From an optimization exercise on the open Yosys and OpenROAD flow, aimed at small area, a short achievable clock period and few clock cycles; shortcuts taken in it are not production practice.
RTL that was checked went through simulation tests only; none was proved equivalent to the original.
Power and IR drop assume default switching activity.

## run 1
// nb_tx_top
module nb_tx_top #(parameter TBS = 16 , parameter G = 132, parameter Qm = 2, parameter rv_indx = 0)
    (
        output logic                  e_k,
        output logic                  RM_Valid,
        input logic                   i_data_crc,
        input logic                   i_clk_crc,
                                      i_rst_crc
    );
clock: 7.0 ns
lec_check: 0
abc_area: 1
cap_margin: 20
core_margin: 2
core_utilization: 30
cts_buf_list: sky130_fd_sc_hd__clkbuf_16
place_density: 0.5
setup_slack_margin: 4.5
slew_margin: 20
standard.sh (not shown) runs the stock make flow with config.mk's settings and CLKGATE_MAP_FILE= SYNTH_SCRIPT=/design/flow/synth_recipe.tcl, a recipe that flattens the netlist after the stock synthesis.
==> flow/flow/run.sh <==
#!/bin/bash
set -euo pipefail
rm -rf myscripts
cp -r "$FLOW_HOME/scripts" myscripts
cp flow/abc_area.script myscripts/abc_area.script
bash standard.sh SCRIPTS_DIR="$PWD/myscripts" finish > make_finish.log 2>&1
==> flow/flow/abc_area.script <==
strash
&get -n
&fraig -x
&dc2
&put
dch -f
map -a
strash
dch -f
map -a
strash
dch -f
map -a
topo
The flow did not stop early for run 1: all stages ran, and the layout cleared the timing, design-rule and antenna checks.
Testbench counts of run 1, summed over its fixed seeds: cycles 13,920.
For run 2, these inputs were changed with respect to run 1:
==> flow/flow/abc_area.script <==
strash
&get -n
&deepsyn -T 60 -I 8
&put
dch -f
map -a
strash
dch -f
map -a
topo
Run 2 vs run 1, largest family of logic cells by synthesized area: simple AND/OR/NAND/NOR gates vs compound AO/OA/AOI/OAI gates
Run 2 finished all stages; the layout is clean.
Cmp run 2 and run 1 / depth of the worst register-to-register path / higher: run 1
From run 1 to run 2 the numbers moved as follows: leakage power summed over all cells saw an increase; overall power after layout saw a decrease.
Distinct cell type count of the synthesized netlist, run 2 vs run 1: up by more than 10%
Worst slack at placement (run 2 over run 1): decrease, 0.55 ns
Going from run 1 to run 2, fmax -0.0013 GHz, synthesized cell count -about 1.7%.
The inputs of run 3 differ from those of run 2 as listed below.
- a change of CORE_UTILIZATION from 30 to 50
- a change of PLACE_DENSITY from 0.5 to 0.7
==> flow/flow/abc_area.script <==
strash
&get -n
&fraig -x
&dc2
&put
dch -f
map -a
strash
dch -f
map -a
strash
dch -f
map -a
topo
## What came out
Against run 2, worst ir drop on vdd in run 3 rose by more than 10%.
Cmp run 2 and run 3 / wire length of the first global-routing pass / higher: run 2
Run 3: final standard cell area without fillers 3.7% below run 2
Run 3 — via count 167 higher, run 2 as reference
Sort run 2 and run 3 by starting density of the core desc -> top: run 3
Compared with run 2, run 3 shows a post-synthesis instance total that is about 1.7% higher.

## try-fjord
nb_tx_top, a different RTL version from the one above (not shown whole).
Size in the first run: ~420 cells after synthesis, ~53 flip-flops, ~5 I/O pins.
clock: 7.0 ns
lec_check: 0
abc_area: 1
cap_margin: 20
core_margin: 2
core_utilization: 30
cts_buf_list: sky130_fd_sc_hd__clkbuf_16
place_density: 0.5
setup_slack_margin: 4.9
slew_margin: 20
==> flow/flow/abc_area.script <==
strash
&get -n
&fraig -x
&dc2
&put
dch -f
map -a
strash
dch -f
map -a
strash
dch -f
map -a
topo
Scripts as last shown in full above: flow/flow/run.sh
Testbench counts of try-fjord, summed over its fixed seeds: cycles 13,920.
#### Input delta (try-amber over try-fjord)
- SETUP_SLACK_MARGIN changed from 4.9 to 5
==> flow/flow/run.sh <==
#!/bin/bash
set -euo pipefail
rm -rf myscripts
cp -r "$FLOW_HOME/scripts" myscripts
cp flow/abc_area.script myscripts/abc_area.script
bash standard.sh SCRIPTS_DIR="$PWD/myscripts" SETUP_SLACK_MARGIN=5.6 finish > make_finish.log 2>&1
## What came out
- try-amber went all the way through the flow, and no timing, DRC or antenna check failed.
- Number of inserted filler cells in the final layout of try-amber falls short of that of try-fjord by more than 10%.
- Multi-input logic portion of the cell area is higher on try-fjord
- try-amber ended up with a lower largest net degree at the start of global routing than try-fjord did.
Changes in try-quartz relative to try-amber:
==> flow/flow/run.sh <==
#!/bin/bash
set -euo pipefail
rm -rf myscripts
cp -r "$FLOW_HOME/scripts" myscripts
cp flow/abc_area.script myscripts/abc_area.script
bash standard.sh SCRIPTS_DIR="$PWD/myscripts" finish > make_finish.log 2>&1
==> flow/flow/abc_area.script <==
strash
&get -n
&deepsyn -J 200
&put
dch -f
map -a
strash
dch -f
map -a
topo
Results
As of try-quartz, maximum clock frequency had risen slightly compared to try-amber.
Min fraction of area in registers across try-amber and try-quartz: try-amber
Mean number of vias per cell came out lower on try-quartz than on try-amber.
Power share of the combinational group delta (try-quartz -> try-amber): insignificant
Between try-amber and try-quartz, the tap cell instance count is higher for try-amber.
Here is what was changed in the inputs of try-maple compared with try-quartz.
==> flow/flow/abc_area.script <==
strash
&get -n
&fraig -x
&dc2
&put
dch -f
map -a
strash
dch -f
map -a
strash
dch -f
map -a
topo
Findings:
Going from try-quartz to try-maple, wire length of the first global-routing pass rose by 4.8%; final instance area about even; die area went up.

RTL: one of the versions met above, not the one the previous note started from.
Size: ~410 cells after synthesis, ~49 flip-flops, about 5 I/O pins, roughly 0.0029 sq mm of cells after synthesis.
export LEC_CHECK = 0
export ABC_AREA = 1
export CAP_MARGIN = 20
export CORE_MARGIN = 2
export CORE_UTILIZATION = 30
export PLACE_DENSITY = 0.5
export SETUP_SLACK_MARGIN = 4.5
export SLEW_MARGIN = 20
create_clock -name core_clock -period 7.0 [get_ports {i_clk_crc}]
==> flow/flow/run.sh <==
#!/bin/bash
set -euo pipefail
rm -rf myscripts
cp -r "$FLOW_HOME/scripts" myscripts
cp flow/abc_area.script myscripts/abc_area.script
bash standard.sh SCRIPTS_DIR="$PWD/myscripts" finish > make_finish.log 2>&1
==> flow/flow/abc_area.script <==
strash
&get -n
&deepsyn -T 60 -I 8
&put
dch -f
map -a
strash
dch -f
map -a
topo
Testbench counts at the start, summed over its fixed seeds: cycles 13,920.
Change:
--- a/flow/config.mk
+++ b/flow/config.mk
@@ -13 +13 @@
-export SETUP_SLACK_MARGIN = 4.5
+export SETUP_SLACK_MARGIN = 4.7
Setup slack is better by 78 ps.
Sequential power barely changes.
Wire length came out higher by 4.7%.
Final cell count rose by 3.2%.
Clock-buffer cell count falls by 1.
Fmax went up by 3.3%.
Flip-flop and latch count is unchanged.
Hold slack degrades by 6.3 ps.
Change:
==> flow/run.sh (new file) <==
#!/bin/bash
# synth_recipe.tcl (not shown) runs the flow's synth.tcl, then flattens the netlist and writes it again
# the make line also repeats each setting of config.mk as NAME=value (left out here)
make -C /OpenROAD-flow-scripts/flow DESIGN_CONFIG=/design/flow/config.mk WORK_HOME=/design/flow/orfs CLKGATE_MAP_FILE= SYNTH_SCRIPT=/design/flow/synth_recipe.tcl finish
--- a/flow/config.mk
+++ b/flow/config.mk
@@ -11,0 +12 @@
+export CTS_BUF_LIST = sky130_fd_sc_hd__clkbuf_8
@@ -13 +14 @@
-export SETUP_SLACK_MARGIN = 4.7
+export SETUP_SLACK_MARGIN = 4.5
removed: flow/flow/run.sh
removed: flow/flow/abc_area.script
removed: flow/standard.sh
Total power fell by roughly a tenth.
Clock skew fell by 7.4 ps.
Setup slack is worse by 95 ps.
Fmax fell by a few percent.
Design area fell by a few percent.
Via count rose by roughly a tenth.
Routed wire length rose by a few percent.
Sequential share of layout area rose by 1.1 points.
Synthesized cell count rose by a quarter to a third.
Worst hold slack is better by 20 ps.
Change:
==> flow/flow/run.sh (new file) <==
#!/bin/bash
set -euo pipefail
rm -rf myscripts
cp -r "$FLOW_HOME/scripts" myscripts
cp flow/abc_area.script myscripts/abc_area.script
bash standard.sh SCRIPTS_DIR="$PWD/myscripts" finish > make_finish.log 2>&1
==> flow/flow/abc_area.script (new file) <==
strash
&get -n
&fraig -x
&dc2
&put
dch -f
map -a
strash
dch -f
map -a
strash
dch -f
map -a
topo
==> flow/standard.sh (new file) <==
#!/bin/bash
# synth_recipe.tcl (not shown) runs the flow's synth.tcl, then flattens the netlist and writes it again
# the make line also repeats each setting of config.mk as NAME=value (left out here)
make -C /OpenROAD-flow-scripts/flow DESIGN_CONFIG=/design/flow/config.mk WORK_HOME=/design/flow/orfs CLKGATE_MAP_FILE= SYNTH_SCRIPT=/design/flow/synth_recipe.tcl "${@:-finish}"
--- a/flow/config.mk
+++ b/flow/config.mk
@@ -12 +12 @@
-export CTS_BUF_LIST = sky130_fd_sc_hd__clkbuf_8
+export CTS_CLUSTER_SIZE = 10
removed: flow/run.sh
Effect: Sequential share of layout area increases by 1.3 points; design area decreases by 4.3%; power increases by 6.9%; setup slack degrades by 49 ps; die area decreases by 16%; routed wire length decreases by 6.1%; global-route usage increases by 3.6 points.
Change:
--- a/flow/config.mk
+++ b/flow/config.mk
@@ -12 +11,0 @@
-export CTS_CLUSTER_SIZE = 10
The changed run finished with timing, DRC and antenna clean.
Clock skew stays the same.
Die area does not change.
Worst setup slack stays the same.
Non-clock buffer count is unchanged.
Clock power barely changes.
Area after synthesis stays the same.
Maximum frequency stays the same.

RTL: one of the versions met above, not the one the previous note started from.
Size: roughly 53 flip-flops, roughly 5 I/O pins.
export LEC_CHECK = 0
export ABC_AREA = 1
export CAP_MARGIN = 20
export CORE_MARGIN = 2
export CORE_UTILIZATION = 30
export CTS_BUF_LIST = sky130_fd_sc_hd__clkbuf_8
export PLACE_DENSITY = 0.5
export SETUP_SLACK_MARGIN = 4.8
export SLEW_MARGIN = 20
create_clock -name core_clock -period 7.0 [get_ports {i_clk_crc}]
==> flow/flow/run.sh <==
#!/bin/bash
set -euo pipefail
rm -rf myscripts
cp -r "$FLOW_HOME/scripts" myscripts
cp flow/abc_area.script myscripts/abc_area.script
bash standard.sh SCRIPTS_DIR="$PWD/myscripts" finish > make_finish.log 2>&1
==> flow/flow/abc_area.script <==
strash
&get -n
&deepsyn -J 200
&put
dch -f
map -a
strash
dch -f
map -a
topo
The baseline finished clean.
Testbench counts at the start, summed over its fixed seeds: cycles 13,920.
Then changed:
==> flow/flow/abc_area.script (replaced) <==
strash
&get -n
&fraig -x
&dc2
&put
dch -f
map -a
strash
dch -f
map -a
strash
dch -f
map -a
topo
- CTS_BUF_LIST: sky130_fd_sc_hd__clkbuf_8 -> sky130_fd_sc_hd__clkbuf_16
Effect: The changed run finished with timing, DRC and antenna clean; synthesized cell count rose slightly; sequential power stays flat; setup slack loses 0.042 ns; final area shrinks slightly; global-route usage rises by 1.0 points; clock-buffer cell count is unchanged.

## build 88
RTL: one of the versions met above, not the one the previous note started from.
Size: about 3500 sq um of cells after synthesis.
## nb_tx_top
module nb_tx_top #(parameter TBS = 16 , parameter G = 132, parameter Qm = 2, parameter rv_indx = 0)
    (
        output logic                  e_k,
        output logic                  RM_Valid,
        input logic                   i_data_crc,
        input logic                   i_clk_crc,
                                      i_rst_crc
    );
==> flow/config.mk <==
export PLATFORM = sky130hd
export DESIGN_NAME = nb_tx_top
export DESIGN_NICKNAME = nb_tx_top
export VERILOG_FILES = /design/flow/design.v
export SDC_FILE = /design/flow/constraint.sdc
export NUM_CORES = 4
export LEC_CHECK = 0
export ABC_AREA = 1
export CAP_MARGIN = 20
export CORE_MARGIN = 2
export CORE_UTILIZATION = 30
export PLACE_DENSITY = 0.5
export SETUP_SLACK_MARGIN = 4.5
export SLEW_MARGIN = 20
==> flow/constraint.sdc <==
create_clock -name core_clock -period 7.0 [get_ports {i_clk_crc}]
set_input_delay 1.4000 -clock core_clock [delete_from_list [all_inputs] [get_ports {i_clk_crc}]]
set_output_delay 1.4000 -clock core_clock [all_outputs]
set_load 0.01 [all_outputs]
run.sh (not shown) runs the stock make flow with config.mk's settings and CLKGATE_MAP_FILE= SYNTH_SCRIPT=/design/flow/synth_recipe.tcl, a recipe that flattens the netlist after the stock synthesis.
Stock flow here: none of the scripts above is used.
Testbench counts of build 88, summed over its fixed seeds: cycles 13,920.
Inputs modified between build 88 and build 56:
- putting CTS_BUF_LIST at sky130_fd_sc_hd__clkbuf_16 where nothing was set
==> flow/flow/run.sh (new file) <==
#!/bin/bash
set -euo pipefail
rm -rf myscripts
cp -r "$FLOW_HOME/scripts" myscripts
cp flow/abc_area.script myscripts/abc_area.script
bash standard.sh SCRIPTS_DIR="$PWD/myscripts" finish > make_finish.log 2>&1
==> flow/flow/abc_area.script (new file) <==
strash
&get -n
&deepsyn -J 200
&put
dch -f
map -a
strash
dch -f
map -a
topo
==> flow/standard.sh (new file) <==
#!/bin/bash
# synth_recipe.tcl (not shown) runs the flow's synth.tcl, then flattens the netlist and writes it again
# the make line also repeats each setting of config.mk as NAME=value (left out here)
make -C /OpenROAD-flow-scripts/flow DESIGN_CONFIG=/design/flow/config.mk WORK_HOME=/design/flow/orfs CLKGATE_MAP_FILE= SYNTH_SCRIPT=/design/flow/synth_recipe.tcl "${@:-finish}"
removed: flow/run.sh
[summary]
Having completed the whole flow, build 56 delivered a layout that passed the timing, design-rule and antenna checks.
Delta (build 56 minus build 88): top fanout value on the critical path lost 9; cell area after placement fell 15%; leakage power fell by 0.00075 uW; minimum setup slack in the final design fell by 180 ps; clock-buffer cell count decreased 2.
[compare] base=build 88 new=build 56: total power decreased by about 2.4% relative to the old numbers; buffer count excluding the clock tree in the final layout +9.
Comparing build 88 and build 56, design area is lower on build 56.

v32:
Another version of the RTL of nb_tx_top (not shown whole).
Size: ~44 flip-flops, about 5 I/O pins.
make LEC_CHECK=0 CAP_MARGIN=20 CORE_MARGIN=2 CORE_UTILIZATION=30 PLACE_DENSITY=0.5 SETUP_SLACK_MARGIN=3.5 SLEW_MARGIN=20 finish   # period 7.0 ns
Stock flow here: none of the scripts above is used.
--- input diff v32..v54 ---
- ABC_AREA: unset -> 1
- SETUP_SLACK_MARGIN: 3.5 -> 4.5
### Flow results
- v32: done, clean on timing, DRC and antenna
- v54: full flow OK, the timing, design-rule and antenna checks passed
- Summary: power, v54 worse than v32
- Compared with v32, final weighted congestion of routability-driven global placement in v54 decreased slightly.
- The setup slack of v54 is larger than that of v32.
- Comparing v54 and v32, the lower fraction of met1 tracks used by global routing was measured on v32.
- Higher first-pass GRT wire length was reported by v54, not v32.
- Of v54 and v32, the run reporting the lower count of clock-buffer cells in the layout was v32.
- The run showing the greater initial antenna violation count is v32.
- v54 ended up with a lower share of the clock period used by the worst path after layout than v32 did.
diff inputs: v54 => v40
- clearing ABC_AREA, which used to be 1
Findings:
- Final design instance area without fill in v40 is about 7% higher than in v54
- Taking v54 as the reference point, the detailed-route vias per instance of v40 rises by 1.2.
- Across both runs, via count of the first global-routing pass was lower for v40 than for v54.
Modified inputs, v48 compared to v40
- a change of SETUP_SLACK_MARGIN from 4.5 to 4.0
Having completed the whole flow, v48 delivered a layout that passed the timing, design-rule and antenna checks. On hold slack, v40 and v48 are basically level. In the tables for v40 and v48, sequential share of layout area reads lower with v40. As far as non-clock inverter count in the final layout goes, v40 and v48 are indistinguishable; the numbers are identical. v48 vs. v40: synthesized-area fraction occupied by adder cells now sits at about the same level; growth of design area from synthesis to finish went down by 14 points; worst setup slack for register-to-register paths dropped 420 ps; first-pass GRT wire length went down by 1.5%. v48 vs v40, highest metal layer with signal wires: met5 vs met4.
No functional check of the RTL was part of any run of this note.

nb_tx_top with an RTL version that a note above also has.
For scale: ~420 cells after synthesis, about 53 flip-flops, roughly 5 I/O pins.
// nb_tx_top
module nb_tx_top #(parameter TBS = 16 , parameter G = 132, parameter Qm = 2, parameter rv_indx = 0)
    (
        output logic                  e_k,
        output logic                  RM_Valid,
        input logic                   i_data_crc,
        input logic                   i_clk_crc,
                                      i_rst_crc
    );
==> flow/config.mk <==
export PLATFORM = sky130hd
export DESIGN_NAME = nb_tx_top
export DESIGN_NICKNAME = nb_tx_top
export VERILOG_FILES = /design/flow/design.v
export SDC_FILE = /design/flow/constraint.sdc
export NUM_CORES = 4
export LEC_CHECK = 0
export ABC_AREA = 1
export CAP_MARGIN = 20
export CORE_MARGIN = 2
export CORE_UTILIZATION = 30
export CTS_BUF_LIST = sky130_fd_sc_hd__clkbuf_8
export PLACE_DENSITY = 0.5
export SETUP_SLACK_MARGIN = 4.9
export SLEW_MARGIN = 20
==> flow/constraint.sdc <==
create_clock -name core_clock -period 7.0 [get_ports {i_clk_crc}]
set_input_delay 1.4000 -clock core_clock [delete_from_list [all_inputs] [get_ports {i_clk_crc}]]
set_output_delay 1.4000 -clock core_clock [all_outputs]
set_load 0.01 [all_outputs]
standard.sh (not shown) runs the stock make flow with config.mk's settings and CLKGATE_MAP_FILE= SYNTH_SCRIPT=/design/flow/synth_recipe.tcl, a recipe that flattens the netlist after the stock synthesis.
==> flow/flow/run.sh <==
#!/bin/bash
set -euo pipefail
rm -rf myscripts
cp -r "$FLOW_HOME/scripts" myscripts
cp flow/abc_area.script myscripts/abc_area.script
bash standard.sh SCRIPTS_DIR="$PWD/myscripts" finish > make_finish.log 2>&1
==> flow/flow/abc_area.script <==
strash
&get -n
&deepsyn -J 200
&put
dch -f
map -a
strash
dch -f
map -a
topo
The baseline completed with no timing, DRC or antenna violations.
Testbench counts at the start, summed over its fixed seeds: cycles 13,920.
Then changed:
==> flow/flow/abc_area.script (replaced) <==
strash
&get -n
&fraig -x
&dc2
&put
dch -f
map -a
strash
dch -f
map -a
strash
dch -f
map -a
topo
Settings changed: CTS_BUF_LIST sky130_fd_sc_hd__clkbuf_8 to sky130_fd_sc_hd__clkbuf_16, SETUP_SLACK_MARGIN 4.9 to 4.7.
Die area grows by 2.0%. Non-clock buffer count went down by 20. Power is higher by 19%. Worst hold slack is about the same. Routed wire length grows by 2.3%. First-iteration DRC count goes down by 4.8%. Cell area drops by 6.0%.
Then changed:
==> flow/flow/abc_area.script (replaced) <==
strash
&get -n
&deepsyn -J 200
&put
dch -f
map -a
strash
dch -f
map -a
topo
Settings changed: SETUP_SLACK_MARGIN 4.7 to 4.9.
After rerunning:
- clock power drops by 9.7%
- area after synthesis is lower by 2.0%
- register-to-register slack gets better by 0.19 ns
- count of clock-buffer cells in the layout is unchanged
- die area decreases by 1.9%
- cell area climbs by 4.2%
- via count fell by 4.5%
Then changed:
Settings changed: SETUP_SLACK_MARGIN 4.9 to 4.8.
Result:
- global-route usage is lower by 0.27 points
- count of clock-buffer cells in the layout is unchanged
- maximum frequency stays flat
- clock skew is about the same

static timing again, ports no longer ideal:
How much do the figures lean on ideal ports? The routed layouts below were timed once more, with nothing changed but the port constraints.
Step 1 (the two cells are an assumption about what drives the block):
set clk [get_ports {i_clk_crc}]
set_driving_cell -lib_cell sky130_fd_sc_hd__clkbuf_16 $clk
set_driving_cell -lib_cell sky130_fd_sc_hd__buf_2 [delete_from_list [all_inputs] $clk]
Step 2 adds t to the input delays and takes it off the output delays; t is the mean of the earliest and latest rising clock arrival at the registers after step 1. Input paths then give back, and output paths get back, about the clock's delay inside the block.
a / b / c = ideal / step 1 / step 2; a / b = the first two.
run	shift t [ns]	setup slack, ns	worst setup path after step 2	slew at the worst register clock pin (ns)
run 1	0.330	4.531 / 4.531 / 4.408	input to register	0.08 / 0.08
run 2	0.324	4.523 / 4.523 / 4.329	input to register	0.08 / 0.08
run 3	0.321	4.441 / 4.441 / 4.347	input to register	0.07 / 0.07
try-fjord	0.336	4.778 / 4.754 / 4.435	input to register	0.07 / 0.07
try-amber	0.333	4.772 / 4.749 / 4.416	input to register	0.07 / 0.07
try-quartz	0.336	4.795 / 4.754 / 4.619	input to register	0.08 / 0.08
try-maple	0.336	4.796 / 4.753 / 4.456	input to register	0.07 / 0.07
the first run of note 3	0.348	4.563 / 4.563 / 4.302	input to register	0.11 / 0.11
the second run of note 3	0.343	4.641 / 4.641 / 4.346	input to register	0.11 / 0.11
the third run of note 3	0.356	4.546 / 4.546 / 4.546	register to register	0.09 / 0.09
the fourth run of note 3	0.361	4.497 / 4.497 / 4.420	input to register	0.11 / 0.11
the fifth run of note 3	0.361	4.497 / 4.497 / 4.420	input to register	0.11 / 0.11
the first run of note 4	0.353	4.768 / 4.734 / 4.575	input to register	0.11 / 0.11
the second run of note 4	0.334	4.727 / 4.727 / 4.439	input to register	0.07 / 0.07
build 88	0.337	4.608 / 4.603 / 4.608	register to register	0.07 / 0.07
build 56	0.324	4.427 / 4.427 / 4.383	input to register	0.07 / 0.07
v32	0.326	3.694 / 3.694 / 3.694	register to register	0.07 / 0.07
v54	0.338	4.532 / 4.532 / 4.406	input to register	0.07 / 0.07
v40	0.325	4.475 / 4.475 / 4.349	input to register	0.07 / 0.07
v48	0.328	4.055 / 4.055 / 3.895	input to register	0.07 / 0.07
the first run of note 7	0.357	4.757 / 4.720 / 4.631	input to register	0.11 / 0.11
the second run of note 7	0.329	4.681 / 4.681 / 4.452	input to register	0.07 / 0.07
the third run of note 7	0.336	4.802 / 4.761 / 4.620	input to register	0.08 / 0.08
the fourth run of note 7	0.329	4.804 / 4.768 / 4.574	input to register	0.08 / 0.08
After both steps every run listed still meets setup and hold. The setup slack of try-amber, which loses most, moves by -0.023 ns with the drivers and by -0.356 ns with both steps.
